Source: an optimization exercise on an open RTL-to-GDS flow (aim: small area). Production flows keep margins and buffers that such runs may drop. RTL that was checked went through simulation tests only; none was proved equivalent to the original. No activity file was given, so power comes from the tool's default toggle rates.

Setup of the baseline:
==> module DS18B20Z, before the edit <==
module DS18B20Z
(
	input				clk_in,
	input				rst_n_in,
	input				ow_i,
	output	wire		ow_o,
	output	reg			ow_oe,
	output	reg	[15:0]	data_out
);
	reg		[2:0]	jc;
	reg				half;
	wire			j5 = jc[2] & ~jc[1];
	wire			tick = j5 & ~half;
	always @(posedge clk_in or negedge rst_n_in) begin
		if (!rst_n_in) begin
			jc <= 3'd0;
			half <= 1'b0;
		end else begin
			jc <= {jc[1:0], ~jc[2]};
			if (j5) half <= ~half;
		end
	end
	localparam PRE = 3'd0, INITA = 3'd1, INITB = 3'd2, WRITE = 3'd3, CONV = 3'd4, READ = 3'd5;
	reg		[10:0]	cnt;
	reg		[2:0]	ph;
	reg				grp;
	reg		[3:0]	bitn;
	reg		[15:0]	sr;
	function has;
		input [19:0] v;
		input [19:0] k;
		has = (v & k) == k;
	endfunction
	wire	[7:0]	wbyte = bitn[3] ? (grp ? 8'hbe : 8'h44) : 8'hcc;
	wire			wbit = wbyte[bitn[2:0]];
	wire			b7 = bitn[2:0] == 3'd7;
	wire			b15 = bitn == 4'd15;
	wire			sample = ph == READ && cnt[6:0] == 7'd17;
	reg				done;
	wire			jend = ~sr[7] & sr[6];
	always @(posedge clk_in) begin
		if (tick && (sample || done && (ph == WRITE || ph == CONV && b15)))
			sr <= {ph == READ ? ow_i : ph == CONV ? ~sr[0] : 1'b0, sr[15:1]};
	end
	assign ow_o = wbit && cnt[6:0] > 7'd4;
	always @(*) begin
		case (ph)
			PRE:	done = has(cnt, 2);
			INITA:	done = has(cnt, 605);
			INITB:	done = has(cnt, 405);
			WRITE:	done = b15 ? has(cnt, 176) : b7 ? has(cnt, 177) : has(cnt, 92);
			CONV:	done = b15 && jend ? has(cnt, 96) : has(cnt, 1806);
			default: done = b15 ? has(cnt, 77) : b7 ? has(cnt, 78) : has(cnt, 75);
		endcase
	end
	always @(posedge clk_in or negedge rst_n_in) begin
		if (!rst_n_in) begin
			cnt <= 11'd0;
			ph <= PRE;
			grp <= 1'b0;
			bitn <= 4'd0;
			ow_oe <= 1'b0;
			data_out <= 16'h0;
		end else if (tick) begin
			if (done) cnt <= 11'd0;
			else cnt <= cnt + 1'b1;
			if (ph == INITA && has(cnt, 502)) ow_oe <= 1'b0;
			if (ph == WRITE && has(cnt, 87)) ow_oe <= 1'b0;
			if (ph == READ && has(cnt, 4)) ow_oe <= 1'b0;
			if (done) begin
				case (ph)
					PRE: begin ph <= INITA; ow_oe <= 1'b1; end
					INITA: begin
						if (ow_i) begin ph <= PRE; grp <= 1'b0; end
						else ph <= INITB;
					end
					INITB: begin ph <= WRITE; ow_oe <= 1'b1; end
					WRITE: begin
						bitn <= bitn + 1'b1;
						if (b15 && !grp) ph <= CONV;
						else begin
							ow_oe <= 1'b1;
							if (b15) ph <= READ;
						end
					end
					CONV: begin
						bitn <= bitn + 1'b1;
						if (b15 && jend) begin ph <= INITA; grp <= 1'b1; ow_oe <= 1'b1; end
					end
					default: begin
						bitn <= bitn + 1'b1;
						if (b15) begin ph <= PRE; grp <= 1'b0; data_out <= sr; end
						else begin ow_oe <= 1'b1; end
					end
				endcase
			end
		end
	end
endmodule
export LEC_CHECK = 0
export CAP_MARGIN = 20
export CORE_MARGIN = 2
export CORE_UTILIZATION = 40
export CTS_BUF_LIST = sky130_fd_sc_hd__clkbuf_8
export CTS_CLUSTER_DIAMETER = 200
export CTS_CLUSTER_SIZE = 64
export SLEW_MARGIN = 20
create_clock -name core_clock -period 10.0 [get_ports {clk_in}]
run.sh (not shown) runs the stock make flow with config.mk's settings and CLKGATE_MAP_FILE= SYNTH_SCRIPT=/design/flow/synth_recipe.tcl, a recipe that flattens the netlist after the stock synthesis.
Changes in the candidate relative to the baseline:
--- a/flow/design.v
+++ b/flow/design.v
@@ -18,11 +18,11 @@
 		end else begin
 			jc <= {jc[1:0], ~jc[2]};
 			if (j5) half <= ~half;
 		end
 	end
-	localparam PRE = 3'd0, INITA = 3'd1, INITB = 3'd2, WRITE = 3'd3, CONV = 3'd4, READ = 3'd5;
+	localparam PRE = 3'd0, INITA = 3'd5, INITB = 3'd6, WRITE = 3'd2, CONV = 3'd7, READ = 3'd4;
 	reg		[10:0]	cnt;
 	reg		[2:0]	ph;
 	reg				grp;
 	reg		[3:0]	bitn;
 	reg		[15:0]	sr;
Notes after the runs:
- [the candidate vs the baseline] proportion of power drawn by flip-flops and latches: lower in the candidate
- Compared to the baseline, the router laid down more metal wire for the candidate.
- The area of the mapped netlist number comes out higher for the baseline vs the candidate.
- When the candidate is measured against the baseline, its logic depth of the worst setup path including buffers turns out 2 higher.
- On worst hold slack, the candidate and the baseline are basically level.
- On wire length on met2: the candidate sits below the baseline.
- Cell area | the candidate vs the baseline | the candidate smaller
- The baseline ended up with dfrtp_1 as its master of the slowest instance on the critical path; the candidate ended up with clkdlybuf4s50_1.
- Measured against each other, the candidate and the baseline differ in share of cell area taken by flip-flops and latches, the lower figure coming from the baseline.
- From the baseline to the candidate the numbers moved as follows: minimum setup slack in the final design has decreased, clock group share of total power has increased, share of the clock period used by the worst path after layout has remained practically unchanged, share of post-route cells with drive strength above 1 has remained practically unchanged.
- Measured against each other, the candidate and the baseline differ in violation count after the first detailed-routing iteration, the higher figure coming from the candidate.
- The candidate: shortest clock period the worst path allows after layout 0.0035 ns above the baseline
The RTL of the baseline was laid out without a check of its function.

* * *

old:
The RTL this note starts from:
==> flow/design.v <==
module DS18B20Z
(
	input				clk_in,
	input				rst_n_in,
	input				ow_i,
	output	reg			ow_o,
	output	reg			ow_oe,
	output	reg	[15:0]	data_out
);
	reg		[2:0]	jc;
	reg				half;
	wire			j5 = jc[2] & ~jc[1];
	wire			tick = j5 & ~half;
	always @(posedge clk_in or negedge rst_n_in) begin
		if (!rst_n_in) begin
			jc <= 3'd0;
			half <= 1'b0;
		end else begin
			jc <= {jc[1:0], ~jc[2]};
			if (j5) half <= ~half;
		end
	end
	localparam PRE = 3'd0, INITA = 3'd1, INITB = 3'd2, WRITE = 3'd3, CONV = 3'd4, READ = 3'd5;
	reg		[15:0]	cnt;
	reg		[2:0]	ph;
	reg				grp;
	reg		[3:0]	bitn;
	reg		[15:0]	sr;
	function has;
		input [19:0] v;
		input [19:0] k;
		has = (v & k) == k;
	endfunction
	wire	[7:0]	wbyte = bitn[3] ? (grp ? 8'hbe : 8'h44) : 8'hcc;
	wire			wbit = wbyte[bitn[2:0]];
	wire			b7 = bitn[2:0] == 3'd7;
	wire			b15 = bitn == 4'd15;
	wire			sample = ph == READ && cnt[6:0] == 7'd17;
	always @(posedge clk_in) begin
		if (tick && sample) sr <= {ow_i, sr[15:1]};
	end
	reg				done;
	always @(*) begin
		case (ph)
			PRE:	done = has(cnt, 2);
			INITA:	done = has(cnt, 605);
			INITB:	done = has(cnt, 405);
			WRITE:	done = b15 ? has(cnt, 176) : b7 ? has(cnt, 177) : has(cnt, 92);
			CONV:	done = b15 ? has(cnt, 16'h31a2) : has(cnt, 16'hc000);
			default: done = b15 ? has(cnt, 77) : b7 ? has(cnt, 78) : has(cnt, 75);
		endcase
	end
	always @(posedge clk_in or negedge rst_n_in) begin
		if (!rst_n_in) begin
			cnt <= 16'd0;
			ph <= PRE;
			grp <= 1'b0;
			bitn <= 4'd0;
			ow_oe <= 1'b0;
			ow_o <= 1'b0;
			data_out <= 16'h0;
		end else if (tick) begin
			if (done) cnt <= 16'd0;
			else cnt <= cnt + 1'b1;
			if (ph == INITA && has(cnt, 502)) ow_oe <= 1'b0;
			if (ph == WRITE && has(cnt, 87)) ow_oe <= 1'b0;
			if (ph == READ && has(cnt, 4)) ow_oe <= 1'b0;
			if (ph == WRITE && has(cnt, 4)) ow_o <= wbit;
			if (done) begin
				case (ph)
					PRE: begin ph <= INITA; ow_oe <= 1'b1; ow_o <= 1'b0; end
					INITA: begin
						if (ow_i) begin ph <= PRE; grp <= 1'b0; end
						else ph <= INITB;
					end
					INITB: begin ph <= WRITE; ow_oe <= 1'b1; ow_o <= 1'b0; end
					WRITE: begin
						bitn <= bitn + 1'b1;
						if (b15 && !grp) ph <= CONV;
						else begin
							ow_oe <= 1'b1; ow_o <= 1'b0;
							if (b15) ph <= READ;
						end
					end
					CONV: begin
						bitn <= bitn + 1'b1;
						if (b15) begin ph <= INITA; grp <= 1'b1; ow_oe <= 1'b1; ow_o <= 1'b0; end
					end
					default: begin
						bitn <= bitn + 1'b1;
						if (b15) begin ph <= PRE; grp <= 1'b0; data_out <= sr; end
						else begin ow_oe <= 1'b1; ow_o <= 1'b0; end
					end
				endcase
			end
		end
	end
endmodule
clock: 10.0 ns
lec_check: 0
cap_margin: 20
core_margin: 2
core_utilization: 40
slew_margin: 20
Input changes introduced in new (baseline for comparison: old):
diff --git a/flow/design.v b/flow/design.v
--- a/flow/design.v
+++ b/flow/design.v
@@ -4,5 +4,5 @@
 	input				rst_n_in,
 	input				ow_i,
-	output	reg			ow_o,
+	output	wire		ow_o,
 	output	reg			ow_oe,
 	output	reg	[15:0]	data_out
@@ -40,4 +40,5 @@
 		if (tick && sample) sr <= {ow_i, sr[15:1]};
 	end
+	assign ow_o = wbit && cnt[6:0] > 7'd4;
 	reg				done;
 	always @(*) begin
@@ -58,5 +59,4 @@
 			bitn <= 4'd0;
 			ow_oe <= 1'b0;
-			ow_o <= 1'b0;
 			data_out <= 16'h0;
 		end else if (tick) begin
@@ -66,18 +66,17 @@
 			if (ph == WRITE && has(cnt, 87)) ow_oe <= 1'b0;
 			if (ph == READ && has(cnt, 4)) ow_oe <= 1'b0;
-			if (ph == WRITE && has(cnt, 4)) ow_o <= wbit;
 			if (done) begin
 				case (ph)
-					PRE: begin ph <= INITA; ow_oe <= 1'b1; ow_o <= 1'b0; end
+					PRE: begin ph <= INITA; ow_oe <= 1'b1; end
 					INITA: begin
 						if (ow_i) begin ph <= PRE; grp <= 1'b0; end
 						else ph <= INITB;
 					end
-					INITB: begin ph <= WRITE; ow_oe <= 1'b1; ow_o <= 1'b0; end
+					INITB: begin ph <= WRITE; ow_oe <= 1'b1; end
 					WRITE: begin
 						bitn <= bitn + 1'b1;
 						if (b15 && !grp) ph <= CONV;
 						else begin
-							ow_oe <= 1'b1; ow_o <= 1'b0;
+							ow_oe <= 1'b1;
 							if (b15) ph <= READ;
 						end
@@ -85,10 +84,10 @@
 					CONV: begin
 						bitn <= bitn + 1'b1;
-						if (b15) begin ph <= INITA; grp <= 1'b1; ow_oe <= 1'b1; ow_o <= 1'b0; end
+						if (b15) begin ph <= INITA; grp <= 1'b1; ow_oe <= 1'b1; end
 					end
 					default: begin
 						bitn <= bitn + 1'b1;
 						if (b15) begin ph <= PRE; grp <= 1'b0; data_out <= sr; end
-						else begin ow_oe <= 1'b1; ow_o <= 1'b0; end
+						else begin ow_oe <= 1'b1; end
 					end
 				endcase
Findings:
Reported for old and new, number of buffers added on ports turned out identical to the last digit. Floorplan row count up 1 in new wrt old. Comparing old and new, worst slack on hold paths is lower on old. old ended up with data_out[15] as its capture point of the critical path; new ended up with ow_o. Min half-perimeter wire length after detailed placement across old and new: old. For final non-filler cell total, new and old come out practically identical. The critical path arrival reported for new is greater than that of old by 0.72 ns. On pre-CTS setup slack: new sits below old. Going from old to new, cell count along the critical path grows by 5. new reports a higher clock power than old does. new falls short of old in first-pass GRT wire length. Lower sink count of the clock tree among old and new: new. Compared to old, the router laid down more metal wire for new.
No functional check of the RTL was part of new.

* * *

DS18B20Z, a different RTL version from the one above (not shown whole).
For scale: roughly 210 cells after synthesis, about 21 I/O pins, roughly 0.0022 mm^2 of cells after synthesis.
==> module DS18B20Z, before the edit <==
module DS18B20Z
(
	input				clk_in,
	input				rst_n_in,
	input				ow_i,
	output	wire		ow_o,
	output	wire		ow_oe,
	output	reg	[15:0]	data_out
);
	reg		[2:0]	jc;
	reg				half;
	wire			j5 = jc[2] & ~jc[1];
	wire			tick = j5 & ~half;
	always @(posedge clk_in or negedge rst_n_in) begin
		if (!rst_n_in) begin
			jc <= 3'd0;
			half <= 1'b0;
		end else begin
			jc <= {jc[1:0], ~jc[2]};
			if (j5) half <= ~half;
		end
	end
	localparam PRE = 3'd0, INITA = 3'd4, INITA2 = 3'd1, INITB = 3'd7, WRITE = 3'd6, CONV = 3'd5,
		CONV2 = 3'd3, READ = 3'd2;
	reg		[8:0]	cnt;
	reg		[2:0]	ph;
	reg				grp;
	reg		[3:0]	bitn;
	reg		[15:0]	sr;
	function has;
		input [19:0] v;
		input [19:0] k;
		has = (v & k) == k;
	endfunction
	wire	[7:0]	wbyte = bitn[3] ? (grp ? 8'hbe : 8'h44) : 8'hcc;
	wire			wbit = wbyte[bitn[2:0]];
	wire			b7 = bitn[2:0] == 3'd7;
	wire			b15 = bitn == 4'd15;
	wire			sample = ph == READ && cnt[6:0] == 7'd17;
	reg				done;
	assign ow_oe = ph == INITA || (ph == WRITE && cnt < 9'd88) || (ph == READ && cnt < 9'd5);
	wire			jend = ~sr[3] & sr[2];
	always @(posedge clk_in) begin
		if (tick && (sample || done && (ph == WRITE || (ph == CONV || ph == CONV2) && b15)))
			sr <= {ph == READ ? ow_i : ph == CONV || ph == CONV2 ? ~sr[0] : 1'b0, sr[15:1]};
	end
	assign ow_o = wbit && cnt[6:0] > 7'd4;
	always @(*) begin
		case (ph)
			PRE:	done = has(cnt, 2);
			INITA:	done = has(cnt, 502);
			INITA2:	done = has(cnt, 102);
			INITB:	done = has(cnt, 405);
			WRITE:	done = b15 ? has(cnt, 176) : b7 ? has(cnt, 177) : has(cnt, 92);
			CONV:	done = has(cnt, 498);
			CONV2:	done = b15 && jend ? has(cnt, 4) : has(cnt, 498);
			default: done = b15 ? has(cnt, 77) : b7 ? has(cnt, 78) : has(cnt, 75);
		endcase
	end
	always @(posedge clk_in or negedge rst_n_in) begin
		if (!rst_n_in) begin
			cnt <= 9'd0;
			ph <= PRE;
			grp <= 1'b0;
			bitn <= 4'd0;
			data_out <= 16'h0;
		end else if (tick) begin
			if (done) cnt <= 9'd0;
			else cnt <= cnt + 1'b1;
			if (done) begin
				case (ph)
					PRE: begin ph <= INITA; end
					INITA: begin ph <= INITA2; end
					INITA2: begin
						if (ow_i) begin ph <= PRE; grp <= 1'b0; end
						else ph <= INITB;
					end
					INITB: begin ph <= WRITE; end
					WRITE: begin
						bitn <= bitn + 1'b1;
						if (b15 && !grp) ph <= CONV;
						else begin
							if (b15) ph <= READ;
						end
					end
					CONV: begin
						bitn <= bitn + 1'b1;
						if (b15 && jend) begin grp <= 1'b1; if (grp) ph <= CONV2; end
					end
					CONV2: begin
						bitn <= bitn + 1'b1;
						if (b15 && jend) ph <= INITA;
					end
					default: begin
						bitn <= bitn + 1'b1;
						if (b15) begin ph <= PRE; grp <= 1'b0; data_out <= sr; end
						else begin end
					end
				endcase
			end
		end
	end
endmodule
export LEC_CHECK = 0
export CAP_MARGIN = 20
export CORE_MARGIN = 2
export CORE_UTILIZATION = 40
export CTS_BUF_LIST = sky130_fd_sc_hd__clkbuf_8
export CTS_CLUSTER_DIAMETER = 200
export CTS_CLUSTER_SIZE = 64
export SLEW_MARGIN = 20
create_clock -name core_clock -period 10.0 [get_ports {clk_in}]
standard.sh (not shown) runs the stock make flow with config.mk's settings and CLKGATE_MAP_FILE= SYNTH_SCRIPT=/design/flow/synth_recipe.tcl, a recipe that flattens the netlist after the stock synthesis.
==> flow/flow/run.sh <==
#!/bin/bash
# Own layout flow: the standard synthesis; its combinational logic mapped
# again by ABC for area, with every register instance kept as it is and the
# result proven equivalent (else the standard netlist is kept); then the
# standard layout, with buf_1 port buffers and a clkbuf_8 clock tree without
# dummy loads. Each tool's output goes to a log file in this folder.
set -euo pipefail
W=$(pwd)
R=$W/orfs/results/$FLOW_PLATFORM/DS18B20Z/base
LIB=$FLOW_HOME/platforms/$FLOW_PLATFORM/lib/sky130_fd_sc_hd__tt_025C_1v80.lib
export BUFFER_PORTS_ARGS="-buffer_cell sky130_fd_sc_hd__buf_1"
export CTS_ARGS="-sink_clustering_enable -repair_clock_nets -dont_use_dummy_load -buf_list sky130_fd_sc_hd__clkbuf_8 -sink_clustering_size 64 -sink_clustering_max_diameter 200"

bash standard.sh synth > synth.log 2>&1
cp "$R/1_2_yosys.v" "$W/std.v"

# cells the platform keeps out of use (low-power and probe cells)
DU=$(grep -o 'cell *( *"\?sky130_fd_sc_hd__\(lpflow\|probe\)[a-z0-9_]*' "$LIB" \
	| sed 's/.*(\s*"\?//; s/^/-dont_use /' | tr '\n' ' ')
# a few ABC scripts; the smallest result that is proven equivalent is used
SCRIPTS=(
	"+strash;dc2;dch,-f;amap;strash;dc2;dch,-f;amap"
	"+strash;balance;rewrite;refactor;resub;rewrite,-z;dc2;dch,-f;amap;strash;dc2;dch,-f;amap"
	"+strash;dc2;dc2;dc2;dch,-f;amap;strash;dch,-f;amap;strash;dch,-f;amap"
)
echo "standard netlist kept" > remap_result.txt
for N in 0 1 2; do
	sed "s|@LIB@|$LIB|g; s|@DU@|$DU|; s|@SCRIPT@|${SCRIPTS[$N]}|; s|@N@|$N|g" flow/remap.ys > remap_$N.ys
	yosys -l remap_$N.log -s remap_$N.ys > /dev/null 2>&1 || true
done
for N in $(for N in 0 1 2; do
		[[ -f remap_stat_$N.txt ]] && echo "$(awk '/Chip area/ {print $NF}' remap_stat_$N.txt) $N"
	done | sort -n | awk '{print $2}'); do
	cp "remapped_$N.v" remapped.v
	sed "s|@LIB@|$LIB|g" flow/equiv.ys > equiv.ys
	if yosys -l equiv_$N.log -s equiv.ys > /dev/null 2>&1; then
		cp "$W/remapped.v" "$R/1_2_yosys.v"
		rm -f "$R/1_synth.odb" "$R/1_synth.sdc"
		echo "remapped netlist $N used" > remap_result.txt
		break
	fi
done

bash standard.sh > layout.log 2>&1
Other scripts of this flow, unchanged in this note and not shown: flow/flow/equiv.ys, flow/flow/remap.ys
Rerun with:
==> flow/design.v (replaced) <==
module DS18B20Z
(
	input				clk_in,
	input				rst_n_in,
	input				ow_i,
	output	wire		ow_o,
	output	wire		ow_oe,
	output	reg	[15:0]	data_out
);
	reg		[2:0]	jc;
	reg				half;
	wire			j5 = jc[2] & ~jc[1];
	wire			tick = j5 & ~half;
	always @(posedge clk_in or negedge rst_n_in) begin
		if (!rst_n_in) begin
			jc <= 3'd0;
			half <= 1'b0;
		end else begin
			jc <= {jc[1:0], ~jc[2]};
			if (j5) half <= ~half;
		end
	end
	localparam PRE = 3'd0, INITA = 3'd4, INITB = 3'd7, WRITE = 3'd6, CONV = 3'd5, READ = 3'd2;
	reg		[10:0]	cnt;
	reg		[2:0]	ph;
	reg				grp;
	reg		[3:0]	bitn;
	reg		[15:0]	sr;
	function has;
		input [19:0] v;
		input [19:0] k;
		has = (v & k) == k;
	endfunction
	wire	[7:0]	wbyte = bitn[3] ? (grp ? 8'hbe : 8'h44) : 8'hcc;
	wire			wbit = wbyte[bitn[2:0]];
	wire			b7 = bitn[2:0] == 3'd7;
	wire			b15 = bitn == 4'd15;
	wire			sample = ph == READ && cnt[6:0] == 7'd17;
	reg				done;
	assign ow_oe = (ph == INITA && cnt < 11'd503) || (ph == WRITE && cnt < 11'd88) ||
		(ph == READ && cnt < 11'd5);
	wire			jend = ~sr[7] & sr[6];
	always @(posedge clk_in) begin
		if (tick && (sample || done && (ph == WRITE || ph == CONV && b15)))
			sr <= {ph == READ ? ow_i : ph == CONV ? ~sr[0] : 1'b0, sr[15:1]};
	end
	assign ow_o = wbit && cnt[6:0] > 7'd4;
	always @(*) begin
		case (ph)
			PRE:	done = has(cnt, 2);
			INITA:	done = has(cnt, 605);
			INITB:	done = has(cnt, 405);
			WRITE:	done = b15 ? has(cnt, 176) : b7 ? has(cnt, 177) : has(cnt, 92);
			CONV:	done = b15 && jend ? has(cnt, 96) : has(cnt, 1806);
			default: done = b15 ? has(cnt, 77) : b7 ? has(cnt, 78) : has(cnt, 75);
		endcase
	end
	always @(posedge clk_in or negedge rst_n_in) begin
		if (!rst_n_in) begin
			cnt <= 11'd0;
			ph <= PRE;
			grp <= 1'b0;
			bitn <= 4'd0;
			data_out <= 16'h0;
		end else if (tick) begin
			if (done) cnt <= 11'd0;
			else cnt <= cnt + 1'b1;
			if (done) begin
				case (ph)
					PRE: begin ph <= INITA; end
					INITA: begin
						if (ow_i) begin ph <= PRE; grp <= 1'b0; end
						else ph <= INITB;
					end
					INITB: begin ph <= WRITE; end
					WRITE: begin
						bitn <= bitn + 1'b1;
						if (b15 && !grp) ph <= CONV;
						else begin
							if (b15) ph <= READ;
						end
					end
					CONV: begin
						bitn <= bitn + 1'b1;
						if (b15 && jend) begin ph <= INITA; grp <= 1'b1; end
					end
					default: begin
						bitn <= bitn + 1'b1;
						if (b15) begin ph <= PRE; grp <= 1'b0; data_out <= sr; end
						else begin end
					end
				endcase
			end
		end
	end
endmodule
The new run completed without violations.
Area after synthesis increases by about 3%.
Non-clock buffer count is unchanged.
Utilization climbs by 0.53 points.
Design area grows by 2.4%.
Flip-flop and latch count grows by 2.
First-iteration DRC count falls by about 10%.
Hold slack degrades by 0.011 ns.
Global-route usage rises by 0.16 points.
Die area increases by about 3%.
Clock-buffer cell count is unchanged.
Cell count went up by about 2.6%.
Combinational power falls by about 40%.
Synthesized cell count increases by 3.9%.
Total power climbs by about 2.2%.

==> re-timing with driven ports <==
In the flow no input, the clock included, has a driving cell. The finished layouts below were timed again as built, in two steps.
Step 1 (the two cells are an assumption about what drives the block):
set clk [get_ports {clk_in}]
set_driving_cell -lib_cell sky130_fd_sc_hd__clkbuf_16 $clk
set_driving_cell -lib_cell sky130_fd_sc_hd__buf_2 [delete_from_list [all_inputs] $clk]
Step 2, shift: input delay + t, output delay - t, t = (earliest + latest rising clock arrival at the registers) / 2. This alone moves slack from input paths to output paths.
Three values: ideal, step 1, step 2; two values: the first two.
| run | t (ns) | setup slack, ns | worst hold slack (ns) | worst data-port slew with drivers (ns) | pins driven straight from the clock port |
|---|---|---|---|---|---|
| the baseline | 0.338 | 5.977 / 5.945 / 6.283 | 0.358 / 0.358 / 0.358 | 0.03 | 1 |
| the candidate | 0.342 | 5.973 / 5.944 / 6.286 | 0.356 / 0.356 / 0.356 | 0.03 | 1 |
| old | 0.362 | 6.751 / 6.722 / 6.573 | 0.346 / 0.346 / 0.346 | 0.03 | 1 |
| new | 0.376 | 6.034 / 6.004 / 6.380 | 0.360 / 0.360 / 0.360 | 0.03 | 1 |
| the first run of note 3 | 0.328 | 5.741 / 5.741 / 5.741 | 0.353 / 0.353 / 0.353 | 0.03 | 1 |
| the second run of note 3 | 0.328 | 5.984 / 5.953 / 6.281 | 0.341 / 0.341 / 0.341 | 0.03 | 1 |
After both steps every run listed still meets setup and hold. The setup slack of old, which loses most, moves by -0.029 ns with the drivers and by -0.178 ns with both steps.
